From an optimization exercise on the open Yosys and OpenROAD flow, aimed at small area and a short achievable clock period; shortcuts taken in it are not production practice. In this exercise RTL edits were held to simulation tests only and were not proved equivalent to the original. Power and IR drop assume default switching activity.

// MyMain
module MyMain( R, G, B,Vsync, Hsync,Display0, Display1, Display2, Display3, kyClk, kyData, clk,kd, c0, c1, c2, c3, rst);
output[3:0] R, G, B;
output Vsync, Hsync;
input kyClk, kyData, clk;
input rst;  
output[7:0] kd;
wire[7:0] KeyData;
output[ 6:0 ] Display0, Display1, Display2,Display3;
wire[3:0] curnum0, curnum1, curnum2, curnum3;
output[3:0] c0, c1, c2, c3;
assign kd = KeyData;
assign c0 = curnum0;
assign c1 = curnum1;
assign c2 = curnum2;
assign c3 = curnum3;
SegmentDriver SegmD1(Display1, curnum1);
SegmentDriver SegmD2(Display2, curnum2);
SegmentDriver SegmD3(Display3, curnum3);
Keyboard KBD(KeyData, kyClk, kyData, clk, rst);
VGADriver VGAD( R, G, B, Vsync, Hsync, clk, curnum0, curnum1, curnum2, curnum3, Display0, KeyData, rst);
endmodule
Size: roughly 1500 cells after synthesis, ~0.012 mm^2 of cells after synthesis.
Settings: LEC_CHECK=0, CAP_MARGIN=20, CORE_MARGIN=2, CORE_UTILIZATION=65, CTS_BUF_LIST=sky130_fd_sc_hd__clkbuf_8, CTS_CLUSTER_DIAMETER=100, CTS_CLUSTER_SIZE=40, PLACE_DENSITY=0.8, SLEW_MARGIN=20, TNS_END_PERCENT=5; clock period 125.0 ns.
standard.sh (not shown) runs the stock make flow with config.mk's settings and CLKGATE_MAP_FILE= SYNTH_SCRIPT=/design/flow/synth_recipe.tcl, a recipe that flattens the netlist after the stock synthesis.
==> flow/flow/run.sh <==
#!/bin/bash
# Layout flow: the standard layout (standard.sh: the standard synthesis,
# floorplan, power grid, placement, clock tree and routing) with three
# settings of its own, passed to ORFS through the environment:
#  - the ports are buffered with a plain buffer (buf_2) instead of the delay
#    cell that port buffering picks by default;
#  - timing repair is asked for a setup margin of 98.9 ns, so that it also
#    works on the paths from the inputs and to the outputs, which the 125 ns
#    clock otherwise leaves with a large slack;
#  - the clock tree is built without dummy loads.
# The whole output of the flow goes to standard.log here, and ORFS writes each
# step's log under orfs/logs.
set -o pipefail
export BUFFER_PORTS_ARGS="-buffer_cell sky130_fd_sc_hd__buf_2"
export SETUP_SLACK_MARGIN=99.05
export CTS_ARGS="-sink_clustering_enable -repair_clock_nets -dont_use_dummy_load -sink_clustering_size 40 -sink_clustering_max_diameter 100 -buf_list sky130_fd_sc_hd__clkbuf_8"
bash standard.sh 2>&1 | tee standard.log
The baseline finished with timing, DRC and antenna clean.
Next try:
--- a/flow/flow/run.sh
+++ b/flow/flow/run.sh
@@ -15,2 +15,2 @@
-export SETUP_SLACK_MARGIN=99.05
-export CTS_ARGS="-sink_clustering_enable -repair_clock_nets -dont_use_dummy_load -sink_clustering_size 40 -sink_clustering_max_diameter 100 -buf_list sky130_fd_sc_hd__clkbuf_8"
+export SETUP_SLACK_MARGIN=98.9
+export CTS_ARGS="-sink_clustering_enable -repair_clock_nets -dont_use_dummy_load -sink_clustering_size 40 -sink_clustering_max_diameter 100 -buf_list sky130_fd_sc_hd__clkbuf_8 -sink_buffer_max_cap_derate 1.0 -sink_clustering_levels 1"
Effect: Total power is higher by 0.47%. Wire length went down by 1.7%. Synthesized area is unchanged. Critical path depth drops by 5. Global-route usage is about the same. Clock skew hardly moves. Cell area goes down by 0.89%.
Next try:
--- a/flow/flow/run.sh
+++ b/flow/flow/run.sh
@@ -16 +16 @@
-export CTS_ARGS="-sink_clustering_enable -repair_clock_nets -dont_use_dummy_load -sink_clustering_size 40 -sink_clustering_max_diameter 100 -buf_list sky130_fd_sc_hd__clkbuf_8 -sink_buffer_max_cap_derate 1.0 -sink_clustering_levels 1"
+export CTS_ARGS="-sink_clustering_enable -repair_clock_nets -dont_use_dummy_load -sink_clustering_size 40 -sink_clustering_max_diameter 100 -buf_list sky130_fd_sc_hd__clkbuf_8"
=>
- design area is unchanged
- global-route usage does not change
- first-iteration DRC count is unchanged
- utilization is unchanged
- routed wire length is unchanged
- flip-flop and latch count is unchanged
- non-clock buffer count does not change
- power stays the same
- final cell count is unchanged
Next try:
--- a/flow/flow/run.sh
+++ b/flow/flow/run.sh
@@ -16 +16 @@
-export CTS_ARGS="-sink_clustering_enable -repair_clock_nets -dont_use_dummy_load -sink_clustering_size 40 -sink_clustering_max_diameter 100 -buf_list sky130_fd_sc_hd__clkbuf_8"
+export CTS_ARGS="-sink_clustering_enable -repair_clock_nets -dont_use_dummy_load -sink_clustering_size 35 -sink_clustering_max_diameter 300 -buf_list sky130_fd_sc_hd__clkbuf_16"
Settings changed: TNS_END_PERCENT 5 to unset.
Result: Worst setup slack gets better by 0.086 ns; first-iteration DRC count came out higher by 8.0%; cell count is about the same; routed wire length came out higher by 5.2%; clock skew came out lower by 0.0051 ns.

* * *

MyMain, a different RTL version from the one above (not shown whole).
Size in the first run: roughly 1700 cells after synthesis, ~160 flip-flops, about 14000 um2 of cells after synthesis.
clock: 125.0 ns
lec_check: 0
cap_margin: 20
core_margin: 2
core_utilization: 40
slew_margin: 20
run.sh (not shown) runs the stock make flow with config.mk's settings and CLKGATE_MAP_FILE= SYNTH_SCRIPT=/design/flow/synth_recipe.tcl, a recipe that flattens the netlist after the stock synthesis.
Stock flow here: none of the scripts above is used.
Next try:
CORE_UTILIZATION = 78   (was 40)
CTS_BUF_LIST = sky130_fd_sc_hd__clkbuf_8   (was unset)
CTS_CLUSTER_DIAMETER = 100   (was unset)
CTS_CLUSTER_SIZE = 40   (was unset)
PLACE_DENSITY = 0.9   (was unset)
What happened: The new run completed without violations; synthesized area stays the same; global-route usage climbs by 21 points; non-clock buffer count does not change; sequential share of layout area climbs by 0.77 points; flip-flop and latch count does not change.

* * *

== wip/nickel ==
Another version of the RTL of MyMain (not shown whole).
For scale: about 160 flip-flops, about 70 I/O pins, about 14,000 sq um of cells after synthesis.
==> flow/config.mk <==
export PLATFORM = sky130hd
export DESIGN_NAME = MyMain
export DESIGN_NICKNAME = MyMain
export VERILOG_FILES = /design/flow/design.v
export SDC_FILE = /design/flow/constraint.sdc
export NUM_CORES = 4
export LEC_CHECK = 0
export CAP_MARGIN = 20
export CORE_MARGIN = 2
export CORE_UTILIZATION = 65
export CTS_BUF_LIST = sky130_fd_sc_hd__clkbuf_8
export CTS_CLUSTER_DIAMETER = 100
export CTS_CLUSTER_SIZE = 40
export PLACE_DENSITY = 0.8
export SLEW_MARGIN = 20
==> flow/constraint.sdc <==
create_clock -name core_clock -period 125.0 [get_ports {clk}]
set_input_delay 25.0000 -clock core_clock [delete_from_list [all_inputs] [get_ports {clk}]]
set_output_delay 25.0000 -clock core_clock [all_outputs]
set_load 0.01 [all_outputs]
standard.sh (not shown) runs the stock make flow with config.mk's settings and CLKGATE_MAP_FILE= SYNTH_SCRIPT=/design/flow/synth_recipe.tcl, a recipe that flattens the netlist after the stock synthesis.
==> flow/flow/run.sh <==
#!/bin/bash
# The standard layout (the standard.sh, unchanged synthesis, floorplan,
# power grid, placement, clock tree and routing), with two settings of its
# own: the ports are buffered with a plain buffer, and timing repair is asked
# for a setup margin, so that it works on the paths from the inputs and to
# the outputs too, which the 125 ns clock leaves with a large slack.
set -o pipefail
export BUFFER_PORTS_ARGS="-buffer_cell sky130_fd_sc_hd__buf_2"
export SETUP_SLACK_MARGIN=99.5
bash standard.sh 2>&1 | tee standard.log
wip/nickel: PASS, flow complete, no timing, DRC or antenna violations
Here is what was changed in the inputs of wip/pepper compared with wip/nickel.
Settings: putting ABC_AREA at 1 where nothing was set.
diff --git a/flow/flow/run.sh b/flow/flow/run.sh
--- a/flow/flow/run.sh
+++ b/flow/flow/run.sh
@@ -8,3 +8,3 @@
 export BUFFER_PORTS_ARGS="-buffer_cell sky130_fd_sc_hd__buf_2"
-export SETUP_SLACK_MARGIN=99.5
+export SETUP_SLACK_MARGIN=98.9
 bash standard.sh 2>&1 | tee standard.log
Results
- Via count: wip/nickel and wip/pepper compared, lower one is wip/pepper
- Higher count of TritonRoute iterations in the first routing pass among wip/nickel and wip/pepper: wip/nickel
- Delta (wip/pepper minus wip/nickel): first-pass GRT wire length went down by about 5%, mean area per synthesized cell went down by 0.74 sq um, non-clock buffer count went down by 35.
- Worst setup slack before clock tree synthesis in wip/pepper vs wip/nickel: down 410 ps
- The die of wip/pepper is smaller than the one used in wip/nickel.
- wip/pepper reached the end of the flow, and the finished layout is clean on the timing, design-rule and antenna checks.
- wip/pepper vs wip/nickel — number of clock buffers in the layout dropped 3.
- Diff wip/nickel -> wip/pepper | global routing usage summed across all routing layers | decrease of 1.6 points
- Effective utilization at floorplan ends up lower on wip/nickel.
- On area of the mapped netlist, wip/pepper does better than wip/nickel.
--- input diff wip/pepper..wip/umber ---
Settings: clearing ABC_AREA, which used to be 1.
diff --git a/flow/flow/run.sh b/flow/flow/run.sh
--- a/flow/flow/run.sh
+++ b/flow/flow/run.sh
@@ -8,3 +8,3 @@
 export BUFFER_PORTS_ARGS="-buffer_cell sky130_fd_sc_hd__buf_2"
-export SETUP_SLACK_MARGIN=98.9
+export SETUP_SLACK_MARGIN=99.3
 bash standard.sh 2>&1 | tee standard.log
### Flow results
The cell with the biggest individual delay on the critical path comes out sky130_fd_sc_hd__dfxtp_1 in one run and sky130_fd_sc_hd__dfxtp_4 in the other, namely in wip/pepper and wip/umber respectively.
NOTE: synthesized cell count in wip/umber falls short of that of wip/pepper
Compared to wip/pepper, wip/umber has non-clock buffer count in the final layout 23 higher.
Route | wip/umber vs wip/pepper | wire longer in wip/umber
Looking at wip/umber and wip/pepper, the maximum level of the CTS H-tree is a wash.
Diff wip/pepper -> wip/umber | ratio of routed vias to standard cells | increase of 0.51
Fraction of power consumed by the clock network was higher in wip/umber than in wip/pepper.
Re fraction of the mapped netlist area in simple logic gates: wip/umber and wip/pepper aren't equal, and the lower value belongs to wip/umber.
Maximum frequency: wip/umber higher than wip/pepper
Re share of layout cells above drive strength 1: wip/umber is 2.7 points up on wip/pepper.
wip/pepper -> wip/umber: number of inserted filler cells in the final layout decreased by a little under 10%
For wip/willow, these inputs were changed with respect to wip/umber:
Settings: changing CAP_MARGIN from 20 to 0; setting ABC_AREA to 1 for the first time; changing SLEW_MARGIN from 20 to 0.
diff --git a/flow/flow/run.sh b/flow/flow/run.sh
--- a/flow/flow/run.sh
+++ b/flow/flow/run.sh
@@ -8,3 +8,3 @@
 export BUFFER_PORTS_ARGS="-buffer_cell sky130_fd_sc_hd__buf_2"
-export SETUP_SLACK_MARGIN=99.3
+export SETUP_SLACK_MARGIN=98.9
 bash standard.sh 2>&1 | tee standard.log
--- outcome ---
wip/umber → wip/willow: buffer share of cell area down 3.0 points, sequential power up 3.6%, iteration count of the initial detailed-routing pass neither gained nor lost much, setup slack after placement lower, area taken by flip-flops and latches down 2.2%. Compared wip/willow against wip/umber; final hold slack within noise. On total wire length, the higher figure sits with wip/umber, not wip/willow. Summary of wip/willow over wip/umber: global routing usage on met1 up 0.81 points, clock transition at the registers of the reported paths now sits at about the same level, total power increased about 30%.

-- re-timing with driven ports --
The results above use ideal ports. As a check the final layouts listed here were re-extracted and re-timed, cells and wires unchanged.
Step 1 sets driving cells, clkbuf_16 on the clock port and buf_2 on the other inputs (assumed; they add their load-dependent delay and slew).
Step 2 times the ports against the registers' clock, not the clock port: input delays grow and output delays shrink by t, the midpoint of the rising clock arrivals with the driver on.
Slacks: ideal / step 1 / step 2; pairs: ideal / step 1.
run	shift t [ns]	setup slack, ns	hold WS [ns]	worst slew at a driven data input, ns
the first run of note 1	0.478	98.964 / 98.935 / 98.509	0.457 / 0.457 / 0.457	0.03
the second run of note 1	0.484	98.832 / 98.790 / 98.386	0.459 / 0.459 / 0.459	0.03
the third run of note 1	0.484	98.832 / 98.790 / 98.386	0.459 / 0.459 / 0.459	0.03
the fourth run of note 1	0.471	98.919 / 98.904 / 98.474	0.457 / 0.457 / 0.457	0.03
the first run of note 2	0.481	98.387 / 98.379 / 97.935	0.458 / 0.458 / 0.458	0.04
the second run of note 2	0.526	98.357 / 98.317 / 98.154	0.467 / 0.467 / 0.467	0.03
wip/nickel	0.503	99.039 / 98.998 / 98.818	0.476 / 0.476 / 0.476	0.07
wip/pepper	0.502	98.944 / 98.903 / 98.500	0.469 / 0.469 / 0.469	0.03
wip/umber	0.520	99.024 / 98.980 / 98.807	0.470 / 0.470 / 0.470	0.08
wip/willow	0.512	98.935 / 98.893 / 98.538	0.469 / 0.469 / 0.469	0.04
After both steps every run listed still meets setup and hold. For the first run of note 1, which loses most, drivers alone change the setup slack by -0.029 ns; drivers and shift together by -0.455 ns.
